Context: an optimization exercise on an open-source flow, tuned for small area, a short achievable clock period and few clock cycles. The choices shown serve that exercise and are no tape-out recipe. RTL that was checked went through simulation tests only; none was proved equivalent to the original. Power and IR drop assume default switching activity.

## process
module process(
	input clk,
	input rst,
	input [23:0] in_pix,
	output reg [5:0] row, col,
	output reg out_we,
	output reg [23:0] out_pix,
	output reg mirror_done,
	output reg gray_done,
	output reg filter_done);
==> flow/config.mk <==
export PLATFORM = sky130hd
export DESIGN_NAME = process
export DESIGN_NICKNAME = process
export VERILOG_FILES = /design/flow/design.v
export SDC_FILE = /design/flow/constraint.sdc
export NUM_CORES = 4
export LEC_CHECK = 0
export ABC_AREA = 1
export CAP_MARGIN = 20
export CORE_MARGIN = 2
export CORE_UTILIZATION = 45
export PLACE_DENSITY = 0.6
export SETUP_SLACK_MARGIN = 4.6
export SLEW_MARGIN = 20
==> flow/constraint.sdc <==
create_clock -name core_clock -period 7.0 [get_ports {clk}]
set_input_delay 1.4000 -clock core_clock [delete_from_list [all_inputs] [get_ports {clk}]]
set_output_delay 1.4000 -clock core_clock [all_outputs]
set_load 0.01 [all_outputs]
standard.sh (not shown) runs the stock make flow with config.mk's settings and CLKGATE_MAP_FILE= SYNTH_SCRIPT=/design/flow/synth_recipe.tcl, a recipe that flattens the netlist after the stock synthesis.
==> flow/flow/run.sh <==
#!/bin/bash
# The standard layout (the standard.sh, standard synthesis unchanged),
# except that the port buffers are sky130_fd_sc_hd__buf_2 cells.
# make's full output goes to make.log in the work folder; ORFS keeps each
# step's own log under orfs/logs.
set -euo pipefail
bash standard.sh "BUFFER_PORTS_ARGS=-buffer_cell sky130_fd_sc_hd__buf_2" finish > make.log 2>&1
The starting point finished with timing, DRC and antenna clean.
Testbench counts at the start, summed over its fixed seeds: cycles 363,584.
Change:
- ABC_AREA: 1 -> default
- SETUP_SLACK_MARGIN: 4.6 -> 4.2
Clock power climbs by about 2%; sequential power rose by about 1%; clock skew climbs by 0.0030 ns; die area came out lower by about 0.8%.
Change:
- ABC_AREA: default -> 1
- total power falls by about 1.5%
- worst setup slack gains 0.20 ns
- final area shrinks by 1.3%
- wire length goes up by 2.1%
- core utilization fell by 0.83 points
- non-clock buffer count drops by 27


Starting RTL as in the previous note.
Settings: LEC_CHECK=0, ABC_AREA=1, CAP_MARGIN=20, CORE_MARGIN=2, CORE_UTILIZATION=35, PLACE_DENSITY=0.6, SETUP_SLACK_MARGIN=4.5, SLEW_MARGIN=20; clock period 7.0 ns.
Scripts as last shown in full above: flow/flow/run.sh
Testbench counts at the start, summed over its fixed seeds: cycles 363,584.
==> next run, changes <==
Settings changed: CORE_UTILIZATION 35 to 45, PLACE_DENSITY 0.6 to 0.7.
- global-route usage came out higher by 4.3 points
- worst setup slack is worse by 0.065 ns
- via count climbs by about 0.9%
- wire length drops by about 5.4%
- cell count drops by 4.1%
- synthesized cell count does not change
- worst hold slack degrades by 0.028 ns
- count of clock-buffer cells in the layout rises by 1
- area after synthesis is unchanged
- combinational power fell by about 3%
- power goes down by about 3.3%
==> next run, changes <==
Settings changed: PLACE_DENSITY 0.7 to 0.6.
Effect: Final area goes down by about 0.3%; flip-flop and latch count stays the same; non-clock buffer count stays the same; core utilization falls by 0.16 points; clock skew went up by 0.0035 ns; sequential power hardly moves.
==> next run, changes <==
Settings changed: TNS_END_PERCENT set to 60.
What happened: Sequential share of layout area stays flat; final cell count stays flat; hold slack barely changes; worst setup slack gets worse by 0.062 ns; combinational power hardly moves; total power barely changes; via count is about the same; design area is about the same; synthesized cell count stays the same.
==> next run, changes <==
Settings changed: SETUP_SLACK_MARGIN 4.5 to 4.7, TNS_END_PERCENT 60 to unset.
Die area does not change. Hold slack loses 0.019 ns. Via count goes up by 1.3%. Setup slack gains 0.074 ns. Sequential power is about the same. Area after synthesis is unchanged.


== exp/maple ==
Another version of the RTL of process (not shown whole).
For scale: about 1200 cells after synthesis, roughly 66 I/O pins, roughly 10000 um^2 of cells after synthesis.
clock: 7.0 ns
lec_check: 0
cap_margin: 0
core_margin: 2
core_utilization: 45
place_density: 0.6
setup_slack_margin: 4.1
slew_margin: 0
Scripts as last shown in full above: flow/flow/run.sh
exp/maple: full flow OK, the timing, DRC and antenna checks passed
Testbench counts of exp/maple, summed over its fixed seeds: cycles 363,584.
Input changes introduced in exp/cedar (baseline for comparison: exp/maple):
- an added CTS_CLUSTER_DIAMETER of 150
- an added CTS_CLUSTER_SIZE of 36
- a change of CAP_MARGIN from 0 to 20
- a change of SLEW_MARGIN from 0 to 20
[summary]
- exp/maple and exp/cedar ended up with nearly the same final area.
- As far as utilization is concerned, exp/cedar and exp/maple perform about the same.
- Worst setup slack came out lower on exp/cedar than on exp/maple.
- Tightest hold margin across exp/maple and exp/cedar: no real change.
- exp/cedar: final cycle utilization of the critical path is 0.16 points higher than what exp/maple reported.
- Final critical path time including I/O delays and setup, exp/maple and exp/cedar: larger value in exp/cedar
The inputs of exp/willow differ from those of exp/cedar as listed below.
- changing SETUP_SLACK_MARGIN from 4.1 to 4.4
- removing CTS_CLUSTER_DIAMETER (formerly 150)
- removing CTS_CLUSTER_SIZE (formerly 36)
==> flow/run.sh (new file) <==
#!/bin/bash
# synth_recipe.tcl (not shown) runs the flow's synth.tcl, then flattens the netlist and writes it again
# the make line also repeats each setting of config.mk as NAME=value (left out here)
make -C /OpenROAD-flow-scripts/flow DESIGN_CONFIG=/design/flow/config.mk WORK_HOME=/design/flow/orfs CLKGATE_MAP_FILE= SYNTH_SCRIPT=/design/flow/synth_recipe.tcl finish
removed: flow/flow/run.sh
removed: flow/standard.sh
[summary]
sky130_fd_sc_hd__or4b_4 as the worst-path cell with the longest stage delay was reported by exp/cedar, and sky130_fd_sc_hd__or4b_1 by exp/willow.
Between exp/cedar and exp/willow, global routing usage on met2 increased.
Measured against each other, exp/cedar and exp/willow differ in final wirelength, the higher figure coming from exp/willow.
Diff exp/cedar -> exp/willow: fmax went down 2.0 MHz, data required time at the worst endpoint barely changed, design area went up by 8.3%, cell count after placement did not really move.
From exp/willow to exp/cedar, number of antenna violations at the first check in global routing did not move at all.
The worst setup slack of exp/willow falls short of that of exp/cedar by 0.017 ns.
When the final numbers for exp/cedar and exp/willow were put side by side, the share of the clock period used by the worst path turned out to be greater in exp/willow.
Edits applied to the flow inputs when going from exp/willow to exp/fjord:
- swapping 45 for 50 in CORE_UTILIZATION
- swapping 0.6 for 0.75 in PLACE_DENSITY
- swapping 4.4 for 4.1 in SETUP_SLACK_MARGIN
==> flow/flow/run.sh (new file) <==
#!/bin/bash
# The standard layout (the standard.sh, standard synthesis unchanged),
# except that the port buffers are sky130_fd_sc_hd__buf_2 cells.
# make's full output goes to make.log in the work folder; ORFS keeps each
# step's own log under orfs/logs.
set -euo pipefail
bash standard.sh "BUFFER_PORTS_ARGS=-buffer_cell sky130_fd_sc_hd__buf_2" finish > make.log 2>&1
==> flow/standard.sh (new file) <==
#!/bin/bash
# synth_recipe.tcl (not shown) runs the flow's synth.tcl, then flattens the netlist and writes it again
# the make line also repeats each setting of config.mk as NAME=value (left out here)
make -C /OpenROAD-flow-scripts/flow DESIGN_CONFIG=/design/flow/config.mk WORK_HOME=/design/flow/orfs CLKGATE_MAP_FILE= SYNTH_SCRIPT=/design/flow/synth_recipe.tcl "${@:-finish}"
removed: flow/run.sh
exp/fjord: full flow OK, the timing, DRC and antenna checks passed. exp/willow → exp/fjord: clock skew shrank by 0.0038 ns; share of power burned in the clock network increased 0.3 points; floorplan die area now sits lower. The via count reported for exp/fjord is higher than the one for exp/willow.


the reference run:
The RTL this note starts from:
==> flow/design.v <==
`timescale 1ns / 1ps
module process(
	input clk,
	input rst,
	input [23:0] in_pix,
	output reg [5:0] row, col,
	output reg out_we,
	output reg [23:0] out_pix,
	output reg mirror_done,
	output reg gray_done,
	output reg filter_done);
localparam PM = 2'd0, PG = 2'd1, PF = 2'd2;
reg [1:0]  phase, nphase;
reg [1:0]  sub, nsub;
reg [12:0] cnt, ncnt;
wire [6:0]  s = cnt[12:6];
wire [5:0]  i = cnt[5:0];
wire [12:0] cinc = cnt + 13'd1;
wire [12:0] wpos = cnt - 13'd66;
wire        last11 = (cnt[10:0] == 11'd2047);
reg [5:0] nrow, ncol;
reg nwe, nmd, ngd, nfd;
reg f_i0, f_s0, f_ra;
reg nf_i0, nf_s0, nf_ra;
reg f_byp, nf_byp;
always @(*) begin
	nphase = phase; nsub = sub; ncnt = cnt;
	nrow = row; ncol = col;
	nwe = 1'b0; nmd = 1'b0; ngd = 1'b0; nfd = 1'b0;
	nf_i0 = f_i0; nf_s0 = f_s0; nf_ra = f_ra; nf_byp = 1'b0;
	case (phase)
	PM: begin
		case (sub)
		2'd0: begin
			nsub = 2'd1; nrow = ~{1'b0, cnt[10:6]}; ncol = cnt[5:0]; nwe = 1'b1;
		end
		2'd1: begin
			nsub = 2'd2; nrow = {1'b0, cnt[10:6]}; ncol = cnt[5:0]; nwe = 1'b1;
			nmd = last11; ncnt = cinc;
		end
		default: begin
			nsub = 2'd0;
			if (cnt[11]) begin
				nphase = PG; ncnt = 13'd0; nrow = 6'd0; ncol = 6'd0;
			end else begin
				nrow = {1'b0, cnt[10:6]}; ncol = cnt[5:0];
			end
		end
		endcase
	end
	PG: begin
		nsub = sub + 2'd1;
		case (sub)
		2'd0: begin nrow = cnt[10:5]; ncol = {cnt[4:0], 1'b1}; end
		2'd1: begin ncol = {cnt[4:0], 1'b0}; nwe = 1'b1; end
		2'd2: begin ncol = {cnt[4:0], 1'b1}; nwe = 1'b1; ngd = last11; ncnt = cinc; end
		default: begin
			if (cnt[11]) begin
				nphase = PF; ncnt = 13'd0; nrow = 6'd0; ncol = 6'd0; nwe = 1'b1;
				nf_i0 = 1'b1; nf_s0 = 1'b1; nf_ra = 1'b1;
			end else begin
				nrow = cnt[10:5]; ncol = {cnt[4:0], 1'b0};
			end
		end
		endcase
	end
	default: begin
		case (sub)
		2'd0: begin
			nsub = 2'd1; ncnt = cinc; nf_byp = f_i0;
			nrow = wpos[11:6];
			ncol = wpos[6] ? wpos[5:0] : ~wpos[5:0];
			nwe = (cnt >= 13'd66) && (cnt <= 13'd4161);
			nfd = (cnt == 13'd4161);
		end
		2'd1: begin
			if (cnt == 13'd4162) begin
				nphase = PM; nsub = 2'd0; ncnt = 13'd0; nrow = 6'd0; ncol = 6'd0;
			end else if (i == 6'd2 && s != 7'd0 && s <= 7'd64) begin
				nsub = 2'd2;
				if (s == 7'd64) begin nrow = 6'd63; ncol = 6'd63; end
				else begin nrow = s[5:0]; ncol = {6{s[0]}}; end
			end else begin
				nsub = 2'd0;
				if (s <= 7'd63) begin
					nrow = s[5:0]; ncol = s[0] ? ~i : i; nwe = 1'b1;
				end else if (s == 7'd64 && i == 6'd0) begin
					nrow = 6'd63; ncol = 6'd63; nwe = 1'b1;
				end
				nf_i0 = (i == 6'd0); nf_s0 = (cnt <= 13'd64); nf_ra = ~cnt[12];
			end
		end
		default: begin
			nsub = 2'd0;
			nrow = s[5:0]; ncol = s[0] ? ~i : i;
			nwe = (s <= 7'd63);
			nf_i0 = 1'b0; nf_s0 = 1'b0; nf_ra = ~cnt[12];
		end
		endcase
	end
	endcase
end
always @(posedge clk) begin
	if (rst) begin
		phase <= PM; sub <= 2'd0; cnt <= 13'd0;
		f_i0 <= 1'b1; f_s0 <= 1'b1; f_ra <= 1'b1; f_byp <= 1'b0;
		row <= 6'd0; col <= 6'd0; out_we <= 1'b0;
		mirror_done <= 1'b0; gray_done <= 1'b0; filter_done <= 1'b0;
	end else begin
		phase <= nphase; sub <= nsub; cnt <= ncnt;
		f_i0 <= nf_i0; f_s0 <= nf_s0; f_ra <= nf_ra; f_byp <= nf_byp;
		row <= nrow; col <= ncol; out_we <= nwe;
		mirror_done <= nmd; gray_done <= ngd; filter_done <= nfd;
	end
end
reg [23:0] P;
reg [7:0]  G0, G1;
reg [8:0]  E;
reg signed [12:0] K;
reg [9:0]  J;
reg mxr, mxg, mxb, mnr, mng, mnb;
wire [7:0] pr = P[23:16], pg = P[15:8], pb = P[7:0];
wire [7:0] pmax = ({8{mxr}} & pr) | ({8{mxg}} & pg) | ({8{mxb}} & pb);
wire [7:0] pmin = ({8{mnr}} & pr) | ({8{mng}} & pg) | ({8{mnb}} & pb);
wire [8:0] gsum = {1'b0, pmax} + {1'b0, pmin};
wire irg = in_pix[23:16] > in_pix[15:8];
wire irb = in_pix[23:16] > in_pix[7:0];
wire igb = in_pix[15:8] > in_pix[7:0];
wire signed [12:0] pT = P[22:10];
wire [9:0] pH = P[9:0];
wire first = f_i0;
wire [9:0] Jn = pT[12] ? 10'd0 : (|pT[11:10]) ? 10'h3ff : pT[9:0];
wire [10:0] Dn = {1'b0, J} - {1'b0, out_pix[9:0]};
wire [7:0] Dcl = Dn[10] ? 8'd0 : (|Dn[9:8]) ? 8'd255 : Dn[7:0];
wire [9:0] Hs = {1'b0, E} + {2'b0, G0};
wire signed [12:0] Ts = K - $signed({5'b0, G0});
wire [9:0] Hn = first ? {1'b0, E} : Hs;
wire signed [12:0] Tn = first ? K : Ts;
wire fA = (phase == PF) && (sub == 2'd0);
wire fB = (phase == PF) && (sub == 2'd1);
always @(posedge clk) begin
	P <= f_byp ? {1'b0, Tn, Hn} : in_pix;
	mxr <= irg & irb;
	mxg <= ~(irg & irb) & igb;
	mxb <= ~(irg & irb) & ~igb;
	mnb <= irb & igb;
	mng <= ~(irb & igb) & irg;
	mnr <= ~(irb & igb) & ~irg;
	E <= {1'b0, G0} + {1'b0, G1};
	K <= fA ? K - $signed({3'b0, f_s0 ? 10'd0 : pH})
	        : $signed({2'b0, G0, 3'b000}) + $signed({5'b0, G0}) - $signed({5'b0, G1});
end
always @(posedge clk) begin
	case (phase)
	PM: out_pix <= in_pix;
	PG: out_pix <= {8'd0, gsum[8:1], 8'd0};
	default: begin
		case (sub)
		2'd0: begin
			out_pix <= {8'd0, Dcl, 8'd0};
			J <= Jn;
			G1 <= first ? 8'd0 : G0;
			G0 <= f_ra ? in_pix[15:8] : 8'd0;
		end
		2'd1: out_pix <= {1'b0, Tn, Hn};
		default: ;
		endcase
	end
	endcase
end
endmodule
Settings: LEC_CHECK=0, CAP_MARGIN=20, CORE_MARGIN=2, CORE_UTILIZATION=45, PLACE_DENSITY=0.6, SETUP_SLACK_MARGIN=4.1, SLEW_MARGIN=20; clock period 7.0 ns.
==> flow/flow/run.sh <==
#!/bin/bash
# The standard layout (the standard.sh, standard synthesis unchanged),
# except that the port buffers are sky130_fd_sc_hd__buf_2 cells.
# make's full output goes to make.log in the work folder; ORFS keeps each
# step's own log under orfs/logs.
set -euo pipefail
bash standard.sh "BUFFER_PORTS_ARGS=-buffer_cell sky130_fd_sc_hd__buf_2" finish > make.log 2>&1
## Diff of input files: the trial run against the reference run
Settings: swapping 4.1 for 4.6 in SETUP_SLACK_MARGIN; putting ABC_AREA at 1 where nothing was set.
Results
Cmp the trial run and the reference run / area growth from synthesis to layout / higher: the trial run. ~same sequential cell count in the trial run and the reference run. The trial run ended with less fraction of power consumed by sequential logic than the reference run.
No functional check of the RTL was part of any run of this note.


Another version of the RTL of process (not shown whole).
For scale: ~1,200 cells after synthesis, roughly 66 I/O pins, about 10,000 sq um of cells after synthesis.
## process
module process(
	input clk,
	input rst,
	input [23:0] in_pix,
	output reg [5:0] row, col,
	output reg out_we,
	output reg [23:0] out_pix,
	output reg mirror_done,
	output reg gray_done,
	output reg filter_done);
localparam PM = 2'd0, PG = 2'd1, PF = 2'd2;
reg [1:0]  phase, nphase;
reg [1:0]  sub, nsub;
reg [12:0] cnt, ncnt;
wire [6:0]  s = cnt[12:6];
wire [5:0]  i = cnt[5:0];
wire [12:0] cinc = cnt + 13'd1;
wire        last11 = (cnt[10:0] == 11'd2047);
wire        dirA  = cnt[6] ^ cnt[12];
wire [5:0]  a_row = cnt[11:6] ^ {6{cnt[12]}};
wire [5:0]  a_col = cnt[5:0] ^ {6{dirA}};
wire [13:0] wpx   = {1'b0, cnt} - 14'd66;
wire [5:0]  w_row = wpx[11:6];
wire [5:0]  w_col = wpx[5:0] ^ {6{~wpx[6]}};
wire        w_ok  = (wpx[13:12] == 2'b00);
reg [5:0] nrow, ncol;
reg nwe, nmd, ngd, nfd;
reg f_i0, f_s0, f_ra;
reg nf_i0, nf_s0, nf_ra;
reg f_byp, nf_byp;
always @(*) begin
	nphase = phase; nsub = sub; ncnt = cnt;
	nrow = a_row; ncol = a_col;
	nwe = 1'b0; nmd = 1'b0; ngd = 1'b0; nfd = 1'b0;
	nf_i0 = f_i0; nf_s0 = f_s0; nf_ra = f_ra; nf_byp = 1'b0;
	case (phase)
	PM: begin
  ...
export LEC_CHECK = 0
export CAP_MARGIN = 20
export CORE_MARGIN = 2
export CORE_UTILIZATION = 45
export PLACE_DENSITY = 0.6
export SETUP_SLACK_MARGIN = 4.3
export SLEW_MARGIN = 20
create_clock -name core_clock -period 7.0 [get_ports {clk}]
Scripts as last shown in full above: flow/flow/run.sh
Testbench counts at the start, summed over its fixed seeds: cycles 363,584.
Then changed:
==> flow/run.sh (new file) <==
#!/bin/bash
# synth_recipe.tcl (not shown) runs the flow's synth.tcl, then flattens the netlist and writes it again
# the make line also repeats each setting of config.mk as NAME=value (left out here)
make -C /OpenROAD-flow-scripts/flow DESIGN_CONFIG=/design/flow/config.mk WORK_HOME=/design/flow/orfs CLKGATE_MAP_FILE= SYNTH_SCRIPT=/design/flow/synth_recipe.tcl finish
- CTS_BUF_LIST: default -> sky130_fd_sc_hd__clkbuf_8
- SETUP_SLACK_MARGIN: 4.3 -> 4.1
removed: flow/flow/run.sh
removed: flow/standard.sh
Outcome: Non-clock buffer count goes up by 7. Power goes down by about 14%. Worst hold slack degrades by 0.014 ns. Cell count goes up by about 0.47%. Die area is unchanged. Worst setup slack degrades by 0.068 ns. Final area goes down by 0.51%. Synthesized cell count is unchanged.
Then changed:
==> flow/flow/run.sh (new file) <==
#!/bin/bash
# The standard layout (the standard.sh, standard synthesis unchanged),
# except that the port buffers are sky130_fd_sc_hd__buf_2 cells.
# make's full output goes to make.log in the work folder; ORFS keeps each
# step's own log under orfs/logs.
set -euo pipefail
bash standard.sh "BUFFER_PORTS_ARGS=-buffer_cell sky130_fd_sc_hd__buf_2" finish > make.log 2>&1
==> flow/standard.sh (new file) <==
#!/bin/bash
# synth_recipe.tcl (not shown) runs the flow's synth.tcl, then flattens the netlist and writes it again
# the make line also repeats each setting of config.mk as NAME=value (left out here)
make -C /OpenROAD-flow-scripts/flow DESIGN_CONFIG=/design/flow/config.mk WORK_HOME=/design/flow/orfs CLKGATE_MAP_FILE= SYNTH_SCRIPT=/design/flow/synth_recipe.tcl "${@:-finish}"
- CTS_BUF_LIST: sky130_fd_sc_hd__clkbuf_8 -> default
removed: flow/run.sh
What happened:
- The new run completed with no timing, DRC or antenna violations
- design area went down by 3.8%
- area after synthesis does not change
- critical path depth does not change
- first-iteration DRC count went up by 8.8%
- synthesized cell count is unchanged
- utilization decreases by 2.0 points
- worst setup slack is better by 0.056 ns
- sequential power hardly moves
Then changed:
==> flow/run.sh (new file) <==
#!/bin/bash
# synth_recipe.tcl (not shown) runs the flow's synth.tcl, then flattens the netlist and writes it again
# the make line also repeats each setting of config.mk as NAME=value (left out here)
make -C /OpenROAD-flow-scripts/flow DESIGN_CONFIG=/design/flow/config.mk WORK_HOME=/design/flow/orfs CLKGATE_MAP_FILE= SYNTH_SCRIPT=/design/flow/synth_recipe.tcl finish
removed: flow/flow/run.sh
removed: flow/standard.sh
What happened:
- The changed run ran to the end with no violations
- global-route usage is higher by 0.37 points
- via count came out lower slightly
- die area does not change
- sequential cell count stays the same
- area after synthesis is unchanged
- non-clock buffer count grows by 10
- cell area rose by a few percent
- worst setup slack got worse by 0.053 ns
- cell count goes up slightly
Then changed:
==> flow/flow/run.sh (new file) <==
#!/bin/bash
# The standard layout (the standard.sh, standard synthesis unchanged),
# except that the port buffers are sky130_fd_sc_hd__buf_1 cells.
# make's full output goes to make.log in the work folder; ORFS keeps each
# step's own log under orfs/logs.
set -euo pipefail
bash standard.sh "BUFFER_PORTS_ARGS=-buffer_cell sky130_fd_sc_hd__buf_1" finish > make.log 2>&1
==> flow/standard.sh (new file) <==
#!/bin/bash
# synth_recipe.tcl (not shown) runs the flow's synth.tcl, then flattens the netlist and writes it again
# the make line also repeats each setting of config.mk as NAME=value (left out here)
make -C /OpenROAD-flow-scripts/flow DESIGN_CONFIG=/design/flow/config.mk WORK_HOME=/design/flow/orfs CLKGATE_MAP_FILE= SYNTH_SCRIPT=/design/flow/synth_recipe.tcl "${@:-finish}"
removed: flow/run.sh
What happened: Total power is higher by 4.6%. Worst hold slack gets worse by 0.010 ns. Non-clock buffer count is lower by 6. Final cell count is lower by 0.40%. Wire length barely changes. Final area is lower by 3.3%. Clock power is higher by about 10%. Core utilization is lower by 1.7 points. Via count is higher by 0.60%. Sequential power stays flat. Maximum frequency is higher by 0.97%.

[what the ideal ports hide]
How much do the figures lean on ideal ports? The routed layouts below were timed once more, with nothing changed but the port constraints.
Step 1 sets driving cells, clkbuf_16 on the clock port and buf_2 on the other inputs (assumed; they add their load-dependent delay and slew).
Step 2 times the ports against the registers' clock, not the clock port: input delays grow and output delays shrink by t, the midpoint of the rising clock arrivals with the driver on.
Three values: ideal ports, drivers, drivers and shift; two values: the first two.
run	t, ns	slack for setup (ns)	worst setup path at the end	worst register clock-pin slew, ns	cell pins on the clock port's net
the first run of note 1	0.472	4.549 / 4.501 / 4.255	input to register	0.07 / 0.07	1
the second run of note 1	0.478	4.180 / 4.180 / 3.884	input to register	0.07 / 0.07	1
the third run of note 1	0.474	4.378 / 4.378 / 4.199	input to register	0.07 / 0.07	1
the first run of note 2	0.483	4.553 / 4.502 / 4.233	input to register	0.07 / 0.07	1
the second run of note 2	0.469	4.488 / 4.488 / 4.239	input to register	0.06 / 0.06	1
the third run of note 2	0.470	4.557 / 4.509 / 4.218	input to register	0.07 / 0.07	1
the fourth run of note 2	0.472	4.495 / 4.447 / 4.211	input to register	0.07 / 0.07	1
the fifth run of note 2	0.474	4.569 / 4.520 / 4.306	input to register	0.07 / 0.07	1
exp/maple	0.474	4.147 / 4.147 / 3.873	input to register	0.07 / 0.07	1
exp/cedar	0.472	4.136 / 4.136 / 3.874	input to register	0.07 / 0.07	1
exp/willow	0.477	4.119 / 4.119 / 4.002	input to register	0.07 / 0.07	1
exp/fjord	0.473	4.065 / 4.065 / 3.833	input to register	0.06 / 0.06	1
the reference run	0.469	4.184 / 4.184 / 3.938	input to register	0.07 / 0.07	1
the trial run	0.482	4.552 / 4.503 / 4.187	input to register	0.08 / 0.08	1
the first run of note 5	0.467	4.020 / 4.020 / 3.892	input to register	0.07 / 0.07	1
the second run of note 5	0.500	3.952 / 3.952 / 3.722	input to register	0.09 / 0.09	1
the third run of note 5	0.473	4.007 / 4.007 / 3.801	input to register	0.06 / 0.06	1
the fourth run of note 5	0.476	3.955 / 3.955 / 3.739	input to register	0.06 / 0.06	1
the fifth run of note 5	0.476	3.984 / 3.984 / 3.798	input to register	0.07 / 0.07	1
After both steps every run listed still meets setup and hold. For the trial run, which loses most, drivers alone change the setup slack by -0.049 ns; drivers and shift together by -0.365 ns.
